This is an optimization exercise on Yosys and OpenROAD, whose aim is small area, a short achievable clock period and few clock cycles, not a production implementation.
No functional check of the RTL was part of this run.
Power figures rest on the tool's default switching activity, not on a simulated workload.

### design/flow/config.mk
export PLATFORM = sky130hd
export DESIGN_NAME = cpu
export DESIGN_NICKNAME = cpu
export VERILOG_FILES = /design/flow/design.v
export SDC_FILE = /design/flow/constraint.sdc
export NUM_CORES = 4
export LEC_CHECK = 0
export CAP_MARGIN = 20
export CORE_MARGIN = 2
export CORE_UTILIZATION = 40
export SETUP_SLACK_MARGIN = 2.0
export SLEW_MARGIN = 20
export SYNTH_HIERARCHICAL = 1
export SYNTH_MINIMUM_KEEP_SIZE = 0
### design/flow/constraint.sdc
create_clock -name core_clock -period 5.5 [get_ports {clk}]
set_input_delay 1.1000 -clock core_clock [delete_from_list [all_inputs] [get_ports {clk}]]
set_output_delay 1.1000 -clock core_clock [all_outputs]
set_load 0.01 [all_outputs]
### design/flow/design.v
module FSM_controller(reset, s, load, rep, w_nx, rep_nx, start);
    input reset, s, load, rep;
    output w_nx, rep_nx, start;
    assign w_nx = ~reset & ~(s & ~load);
    assign rep_nx = ~reset & s & ~load;
    assign start = ~reset & ((s & load) | rep);
endmodule
module ALU(g, p, ci, gsel, wc, cmp, creg, freg, res, out, f);
    input [15:0] g, p, creg;
    input ci, gsel, wc, cmp;
    input [2:0] freg;
    output [15:0] res, out;
    output [2:0] f;
    wire [15:0] c;
    carries cy(.g(g), .t(p), .ci(ci), .c(c));
    wire [15:0] x = p;
    wire [15:0] r0 = gsel ? g : x;
    wire [15:0] r1 = gsel ? g : ~x;
    csel16 sres(.c(c), .d0(r0), .d1(r1), .y(res));
    wire [15:0] o0 = wc ? r0 : creg;
    wire [15:0] o1 = wc ? r1 : creg;
    csel16 sout(.c(c), .d0(o0), .d1(o1), .y(out));
    wire z = cmp ? &x : freg[2];
    wire n0 = cmp ? x[15] : freg[1];
    wire n1 = cmp ? ~x[15] : freg[1];
    wire v00 = cmp ? (x[15] ^ x[7]) : freg[0];
    wire v11 = cmp ? ~(x[15] ^ x[7]) : freg[0];
    wire v0, v1, n, v;
    csel1 s0(.c(c[7]), .d0(v00), .d1(v11), .y(v0));    
    csel1 s1(.c(c[7]), .d0(v11), .d1(v00), .y(v1));    
    csel1 sn(.c(c[15]), .d0(n0), .d1(n1), .y(n));
    csel1 sv(.c(c[15]), .d0(v0), .d1(v1), .y(v));
    assign f = {z, n, v};
endmodule
module csel16(c, d0, d1, y);
    input [15:0] c, d0, d1;
    output [15:0] y;
    assign y = (c & d1) | (~c & d0);
endmodule
module csel1(c, d0, d1, y);
    input c, d0, d1;
    output y;
    assign y = (c & d1) | (~c & d0);
endmodule
module pfx_n(gh, th, gl, tl, ng, nt);
    input gh, th, gl, tl;
    output ng, nt;
    assign ng = ~(gh | (th & gl));
    assign nt = ~(th & tl);
endmodule
module pfx_p(ngh, nth, ngl, ntl, g, t);
    input ngh, nth, ngl, ntl;
    output g, t;
    assign g = ~(ngh & (nth | ngl));
    assign t = ~(nth | ntl);
endmodule
module carries(g, t, ci, c);
    input [15:0] g, t;
    input ci;
    output [15:0] c;
    wire [16:0] g0 = {g, ci};
    wire [16:0] t0 = {t, 1'b0};
    wire [16:0] g1, t1, g2, t2, g3, t3, g4, t4;    
    genvar i;
    generate
        for (i = 0; i < 17; i = i + 1) begin : l1
            if (i >= 1) begin : nd
                pfx_n u(.gh(g0[i]), .th(t0[i]), .gl(g0[i-1]), .tl(t0[i-1]), .ng(g1[i]), .nt(t1[i]));
            end else begin : pass
                assign g1[i] = ~g0[i];
                assign t1[i] = ~t0[i];
            end
        end
        for (i = 0; i < 17; i = i + 1) begin : l2
            if (i >= 2) begin : nd
                pfx_p u(.ngh(g1[i]), .nth(t1[i]), .ngl(g1[i-2]), .ntl(t1[i-2]), .g(g2[i]), .t(t2[i]));
            end else begin : pass
                assign g2[i] = ~g1[i];
                assign t2[i] = ~t1[i];
            end
        end
        for (i = 0; i < 17; i = i + 1) begin : l3
            if (i >= 4) begin : nd
                pfx_n u(.gh(g2[i]), .th(t2[i]), .gl(g2[i-4]), .tl(t2[i-4]), .ng(g3[i]), .nt(t3[i]));
            end else begin : pass
                assign g3[i] = ~g2[i];
                assign t3[i] = ~t2[i];
            end
        end
        for (i = 0; i < 17; i = i + 1) begin : l4
            if (i >= 8) begin : nd
                pfx_p u(.ngh(g3[i]), .nth(t3[i]), .ngl(g3[i-8]), .ntl(t3[i-8]), .g(g4[i]), .t(t4[i]));
            end else begin : pass
                assign g4[i] = ~g3[i];
                assign t4[i] = ~t3[i];
            end
        end
    endgenerate
    assign c = g4[15:0];
endmodule
module shifter1(shift, keep, left, right, ar, y);
    input [1:0] shift;
    input keep, left, right, ar;
    output y;
    reg y;
    always @(*) begin
        case (shift)
            2'b00: y = keep;
            2'b01: y = left;
            2'b10: y = right;
            default: y = ar;
        endcase
    end
endmodule
module regfile(we, wa, wd, r0, r1, r2, r3, r4, r5, r6, r7, n0, n1, n2, n3, n4, n5, n6, n7);
    input we;
    input [2:0] wa;
    input [15:0] wd;
    input [15:0] r0, r1, r2, r3, r4, r5, r6, r7;
    output [15:0] n0, n1, n2, n3, n4, n5, n6, n7;
    assign n0 = (we && wa == 3'd0) ? wd : r0;
    assign n1 = (we && wa == 3'd1) ? wd : r1;
    assign n2 = (we && wa == 3'd2) ? wd : r2;
    assign n3 = (we && wa == 3'd3) ? wd : r3;
    assign n4 = (we && wa == 3'd4) ? wd : r4;
    assign n5 = (we && wa == 3'd5) ? wd : r5;
    assign n6 = (we && wa == 3'd6) ? wd : r6;
    assign n7 = (we && wa == 3'd7) ? wd : r7;
endmodule
module readport(rep, in, ir, d0, d1, d2, d3, d4, d5, d6, d7, q);
    input rep;
    input [2:0] in, ir;
    input [3:0] d0, d1, d2, d3, d4, d5, d6, d7;
    output [3:0] q;
    reg [3:0] q;
    wire [2:0] sel;
    insmux #(3) m(.rep(rep), .in(in), .ir(ir), .q(sel));
    always @(*) begin
        case (sel)
            3'd0: q = d0;
            3'd1: q = d1;
            3'd2: q = d2;
            3'd3: q = d3;
            3'd4: q = d4;
            3'd5: q = d5;
            3'd6: q = d6;
            default: q = d7;
        endcase
    end
endmodule
module instruction_decoder(ins, start, wr, wc, cmp, gsel, ci, rd);
    input [15:0] ins;
    input start;
    output wr, wc, cmp, gsel, ci;
    output [2:0] rd;
    wire [2:0] opcode = ins[15:13];
    wire [1:0] op = ins[12:11];
    wire alu  = (opcode == 3'b101);
    wire mov  = (opcode == 3'b110);
    wire movr = mov && (op == 2'b00);
    wire movi = mov && (op == 2'b10);
    wire iscmp = alu && (op == 2'b01);
    assign wr  = start & (movi | movr | (alu & ~iscmp));
    assign wc  = start & (movr | (alu & ~iscmp));
    assign cmp = start & iscmp;
    assign gsel = movi | (alu && (op == 2'b10));
    assign ci  = iscmp;
    assign rd = movi ? ins[10:8] : ins[7:5];
endmodule
module insmux(rep, in, ir, q);
    parameter n = 16;
    input rep;
    input [n-1:0] in, ir;
    output [n-1:0] q;
    assign q = rep ? ir : in;
endmodule
module datapath(rep, in, ir, a, b, g, p);
    parameter lo = 0;
    input rep;
    input [15:0] in, ir, b;
    input [7:0] a;
    output [7:0] g, p;
    wire [7:0] f;
    insmux #(8) m(.rep(rep), .in({in[15:11], in[4:3], in[7]}), .ir({ir[15:11], ir[4:3], ir[7]}), .q(f));
    wire [2:0] opcode = f[7:5];
    wire [1:0] op = f[4:3];
    wire [1:0] shift = f[2:1];
    wire [7:0] imm;
    generate
        if (lo == 0) begin : low
            insmux #(7) mimm(.rep(rep), .in(in[6:0]), .ir(ir[6:0]), .q(imm[6:0]));
            assign imm[7] = f[0];
        end else begin : high
            assign imm = {8{f[0]}};
        end
    endgenerate
    wire alu  = (opcode == 3'b101);
    wire movi = (opcode == 3'b110) && (op == 2'b10);
    wire aen = alu && (op != 2'b11);
    wire inv = alu && op[0];
    wire [17:0] bb = {b[15], b, 1'b0};    
    wire [7:0] bs;
    genvar i;
    generate
        for (i = 0; i < 8; i = i + 1) begin : sl
            if (lo + i == 15) begin : top
                shifter1 s(.shift(shift), .keep(bb[lo+i+1]), .left(bb[lo+i]), .right(1'b0), .ar(bb[17]), .y(bs[i]));
            end else begin : mid
                shifter1 s(.shift(shift), .keep(bb[lo+i+1]), .left(bb[lo+i]), .right(bb[lo+i+2]), .ar(bb[lo+i+2]), .y(bs[i]));
            end
        end
    endgenerate
    wire [7:0] am = a & {8{aen}};
    wire [7:0] bx = bs ^ {8{inv}};
    assign g = (am & bx) | (imm & {8{movi}});
    assign p = (am ^ bx) & {8{~movi}};
endmodule
module cpu(clk, reset, s, load, in, out, N, V, Z, w);
    input clk, reset, s, load;
    input [15:0] in;
    output [15:0] out;
    output N, V, Z, w;
    reg w, rep;
    reg [15:0] ir;
    wire w_nx, rep_nx, start;
    FSM_controller ctl(.reset(reset), .s(s), .load(load), .rep(rep),
                       .w_nx(w_nx), .rep_nx(rep_nx), .start(start));
    always @(posedge clk) begin
        w <= w_nx;
        rep <= rep_nx;
        if (load) ir <= in;
    end
    wire [15:0] ins;
    insmux #(16) mi(.rep(rep), .in(in), .ir(ir), .q(ins));
    wire wr1, wc1, cmp1, gsel1, ci1;
    wire [2:0] rd1;
    instruction_decoder dec(.ins(ins), .start(start), .wr(wr1), .wc(wc1), .cmp(cmp1),
                            .gsel(gsel1), .ci(ci1), .rd(rd1));
    reg [15:0] r0, r1, r2, r3, r4, r5, r6, r7;
    wire [15:0] n0, n1, n2, n3, n4, n5, n6, n7;
    reg wr2;
    reg [2:0] rd2;
    wire [15:0] res;
    regfile rf(.we(wr2), .wa(rd2), .wd(res),
               .r0(r0), .r1(r1), .r2(r2), .r3(r3), .r4(r4), .r5(r5), .r6(r6), .r7(r7),
               .n0(n0), .n1(n1), .n2(n2), .n3(n3), .n4(n4), .n5(n5), .n6(n6), .n7(n7));
    always @(posedge clk) begin
        r0 <= n0; r1 <= n1; r2 <= n2; r3 <= n3;
        r4 <= n4; r5 <= n5; r6 <= n6; r7 <= n7;
    end
    wire [15:0] a, b;
    genvar k;
    generate
        for (k = 0; k < 4; k = k + 1) begin : rd
            readport pa(.rep(rep), .in(in[10:8]), .ir(ir[10:8]),
                        .d0(n0[4*k+3:4*k]), .d1(n1[4*k+3:4*k]), .d2(n2[4*k+3:4*k]), .d3(n3[4*k+3:4*k]),
                        .d4(n4[4*k+3:4*k]), .d5(n5[4*k+3:4*k]), .d6(n6[4*k+3:4*k]), .d7(n7[4*k+3:4*k]),
                        .q(a[4*k+3:4*k]));
            readport pb(.rep(rep), .in(in[2:0]), .ir(ir[2:0]),
                        .d0(n0[4*k+3:4*k]), .d1(n1[4*k+3:4*k]), .d2(n2[4*k+3:4*k]), .d3(n3[4*k+3:4*k]),
                        .d4(n4[4*k+3:4*k]), .d5(n5[4*k+3:4*k]), .d6(n6[4*k+3:4*k]), .d7(n7[4*k+3:4*k]),
                        .q(b[4*k+3:4*k]));
        end
    endgenerate
    wire [15:0] g1, p1;
    datapath #(0) dlo(.rep(rep), .in(in), .ir(ir), .a(a[7:0]), .b(b), .g(g1[7:0]), .p(p1[7:0]));
    datapath #(8) dhi(.rep(rep), .in(in), .ir(ir), .a(a[15:8]), .b(b), .g(g1[15:8]), .p(p1[15:8]));
    reg [15:0] g2, p2, creg;
    reg ci2, wc2, cmp2, gsel2;
    reg [2:0] freg;
    wire [15:0] out_nx;
    wire [2:0] f_nx;
    always @(posedge clk) begin
        g2 <= g1;
        p2 <= p1;
        ci2 <= ci1;
        wr2 <= wr1;
        wc2 <= wc1;
        cmp2 <= cmp1;
        gsel2 <= gsel1;
        rd2 <= rd1;
        creg <= out_nx;
        freg <= f_nx;
    end
    ALU alu(.g(g2), .p(p2), .ci(ci2), .gsel(gsel2), .wc(wc2), .cmp(cmp2), .creg(creg), .freg(freg),
            .res(res), .out(out_nx), .f(f_nx));
    assign out = out_nx;
    assign {Z, N, V} = f_nx;
endmodule
### design/flow/run.sh
#!/bin/bash
# synth_recipe.tcl (not shown) runs the flow's synth.tcl, then flattens the netlist and writes it again
# the make line also repeats each setting of config.mk as NAME=value (left out here)
make -C /OpenROAD-flow-scripts/flow DESIGN_CONFIG=/design/flow/config.mk WORK_HOME=/design/flow/orfs CLKGATE_MAP_FILE= SYNTH_SCRIPT=/design/flow/synth_recipe.tcl finish
==> impl_metrics.py <==
metrics = {
    "worst_hold_path": {
        "hold_depth": 1,
        "hp-class": "flop to flop",
        "worstHoldStart": "r0[10]$_DFF_P_",
        "worstHoldEndpoint": "r0[10]$_DFF_P_",
    },
    "grt": {
        "grt_pass1_wl_mm": 52.9,
        "antenna_found_initial": 2,
        "grt_usage_pct": 20.4,
        "grt_max_degree": 34,
        "first_global_vias": 9129,
        "overflow": 0,
    },
    "floorplan": {
        "die_y_um": 181,
        "ios": 40,
        "core_area_sq_um": 30700,
        "placementRows": 64,
        "die_area_sq_um": 32900,
        "start_util_pct": 40.9,
        "die_x_um": 181,
    },
    "detailed_routing": {
        "firstDrtPassIters": 6,
        "vias": 9361,
        "wl_per_cell_um": 21.1,
        "drc": 0,
        "viasPerCell": 5.79,
        "postRouteAntennaNets": 0,
        "wl_mm": 34.1,
        "drtIter0Drc": 759,
    },
    "placed_design": {
        "portBuffers": 39,
        "hpwlAfterDp_mm": 24.1,
        "gp_congestion": 0.874,
        "place_area_sq_um": 13100,
    },
    "sta": {
        "drv_slew": 0,
        "maxSlewHeadroom_pct": 41.5,
        "final_hold_viol_count": 0,
        "setup_viol": 0,
        "max_freq_mhz": 278,
        "rsz0062_at_grt": "yes",
        "finClkSkew_ns": 0.0373,
        "worst_pin_slew_ns": 0.873,
        "period_share_pct": 65.4,
        "finalCriticalPeriod_ns": 3.60,
        "setup_tns_ns": 0,
    },
    "clock_tree": {
        "cts_tree": "built",
        "cts.root.buffer_cell": "clkbuf_16",
        "clock_sinks": 205,
        "cts_buffers": 25,
        "cts_htree_levels": 1,
        "path_clk_slew_ns": 0.06,
        "worstSkewPairLatency_ns": 0.54,
        "cts_hold_buf": 0,
        "clockBufferDepth": 3,
    },
    "pwr": {
        "p_leak_nw": 6.04,
        "p_int_mw": 3.51,
        "p_sw_mw": 1.58,
        "clockPowerShare_pct": 33.4,
        "switching_share_pct": 31.0,
        "p_seq_share_pct": 37.4,
        "ir_drop_mv": 0.226,
        "power_frac_comb_pct": 29.2,
        "powerDensity_nw_per_um2": 336,
    },
    "synthesis": {
        "yosysWarnings": 9,
        "synth_nets": 1177,
        "syn_avg_cell_area_sq_um": 11.0,
        "syn_inst": 1141,
        "syn-cell-area_sq_um": 12600,
    },
    "critical_path": {
        "rrSetupSlack_ns": 1.90,
        "r2r_end": "p2[9]$_DFF_P_",
        "cpLargestDelayFamily": "multiplexers",
        "path_buf_inv": 1,
        "worstPathMaxFanout": 8,
        "max_stage_delay_ns": 0.50,
        "path_class": "flop to flop",
        "path_cells": "nand2_4 -> nor2_4 -> buf_4 -> a21oi_2 -> o21ai_4 -> mux2_4 -> mux2_4 -> a221oi_4 -> a31oi_1 -> o22a_2 -> mux4_2 -> xnor2_2 -> ha_1 -> a21boi_2",
        "start_kind": "flop",
        "end_kind": "flop",
        "arrival_ns": 3.99,
        "crit_path_top_delay_cell": "mux4_2",
        "crit_required_ns": 5.90,
        "cpMostUsedCell": "mux2_4",
        "ff2ff_path_depth": 14,
        "r2r_start": "p2[4]$_DFF_P_",
    },
    "final_layout": {
        "syn_to_final_growth_pct": 20.5,
        "nets": 1236,
        "fin_util_pct": 49.3,
        "fin_area_sq_um": 15200,
        "final_cell_mix": "mux2_2, dfxtp_1, mux2_4, nand2_1, buf_4",
        "drive_above_1_share_pct": 48.9,
        "nFillCells": 2772,
    },
    "run": {
        "maxCapViolCount": 0,
    },
    "outcome": {
        "outcome": "timing/DRC/antenna clean",
    },
}
==> per-stage QoR <==
stage / std cells / hold slack [ns] / worst slack (ns) / power [mW]
after floorplan: 1141 / 0.454 / 2.14 / 2.83
after global placement: 1515 / 0.457 / 1.20 / 3.22
after detailed placement: 1515 / 0.465 / 1.19 / 3.24
after CTS: 1598 / 0.481 / 1.93 / 5.06
after global routing: 1615 / 0.492 / 1.80 / 5.34
final: 1616 / 0.477 / 1.90 / 5.09
==> final cells by class <==
cell class                      count  area [sq um]  area share [%]
Multi-Input combinational cell    831          8400            55.4
Sequential cell                   205          4340            28.6
Timing Repair Buffer              102           918            6.06
Clock buffer                       33           737            4.86
Tap cell                          396           495            3.27
Inverter                           35           138           0.908
Clock inverter                     13           124           0.818
Antenna cell                        1          2.50          0.0165
==> flip-flops by register name, indices dropped and copies added (netlist names), 3 cells and up <==
register  count
creg         16
freg          3
g2           16
ir           16
p2           16
r0           16
r1           16
r2           16
r3           16
r4           16
r5           16
r6           16
r7           16
rd2           3
==> per-layer routing <==
layer | up-vias | global-route usage, % | share of wire (%)
met5 | - | 0 | 0.021
met4 | 2 | 6.05 | 2.8
li1 | 4443 | - | -
met3 | 63 | 3.37 | 4.6
met1 | 4600 | 28.2 | 48
met2 | 253 | 32.6 | 45
==> worst max path at each step <==
stage	slack, ns	from	end	cells past startpoint
6_report	1.90	p2[4]$_DFF_P_	p2[9]$_DFF_P_	14
2_1_floorplan	2.14	p2[7]$_DFF_P_	p2[14]$_DFF_P_	13
3_5_place_dp	1.19	in[1]	p2[9]$_DFF_P_	10
5_1_grt	1.80	in[1]	p2[13]$_DFF_P_	10
4_1_cts	1.93	p2[10]$_DFF_P_	p2[13]$_DFF_P_	13
3_3_place_gp	1.20	in[1]	p2[8]$_DFF_P_	10
==> power by group through the flow <==
stage | clock network (mW) | registers [mW] | logic (mW)
after floorplan | 0 | 1.84 | 0.993
after global placement | 0 | 1.89 | 1.33
after detailed placement | 0 | 1.89 | 1.35
after CTS | 1.74 | 1.90 | 1.42
after global routing | 1.80 | 1.93 | 1.60
final | 1.70 | 1.90 | 1.49
==> what timing repair did <==
item,in CTS,in global routing
endpoints found under the hold margin,0,0
gates resized for setup,152,69
gates cloned,1,0
setup buffers,36,17
endpoints found under the setup margin,51,38
pin swaps,31,23

[port drivers added, routing unchanged]
How much do the figures lean on ideal ports? The routed layout below was timed once more, with nothing changed but the port constraints. Step 1 assumes that a clkbuf_16 drives the clock port and a buf_2 every other input. Step 2, shift: input delay + t, output delay - t, t = (earliest + latest rising clock arrival at the registers) / 2. This alone moves slack from input paths to output paths. a / b / c = ideal / step 1 / step 2; a / b = the first two.
t, ns: 0.575
setup WS [ns]: 1.904 / 1.904 / 1.422
hold slack, ns: 0.477 / 0.477 / 0.477
cell pins on the clock port's net: 1
After both steps setup and hold are still met in this run. The setup slack of this run moves by 0.000 ns with the drivers and by -0.482 ns with both steps.
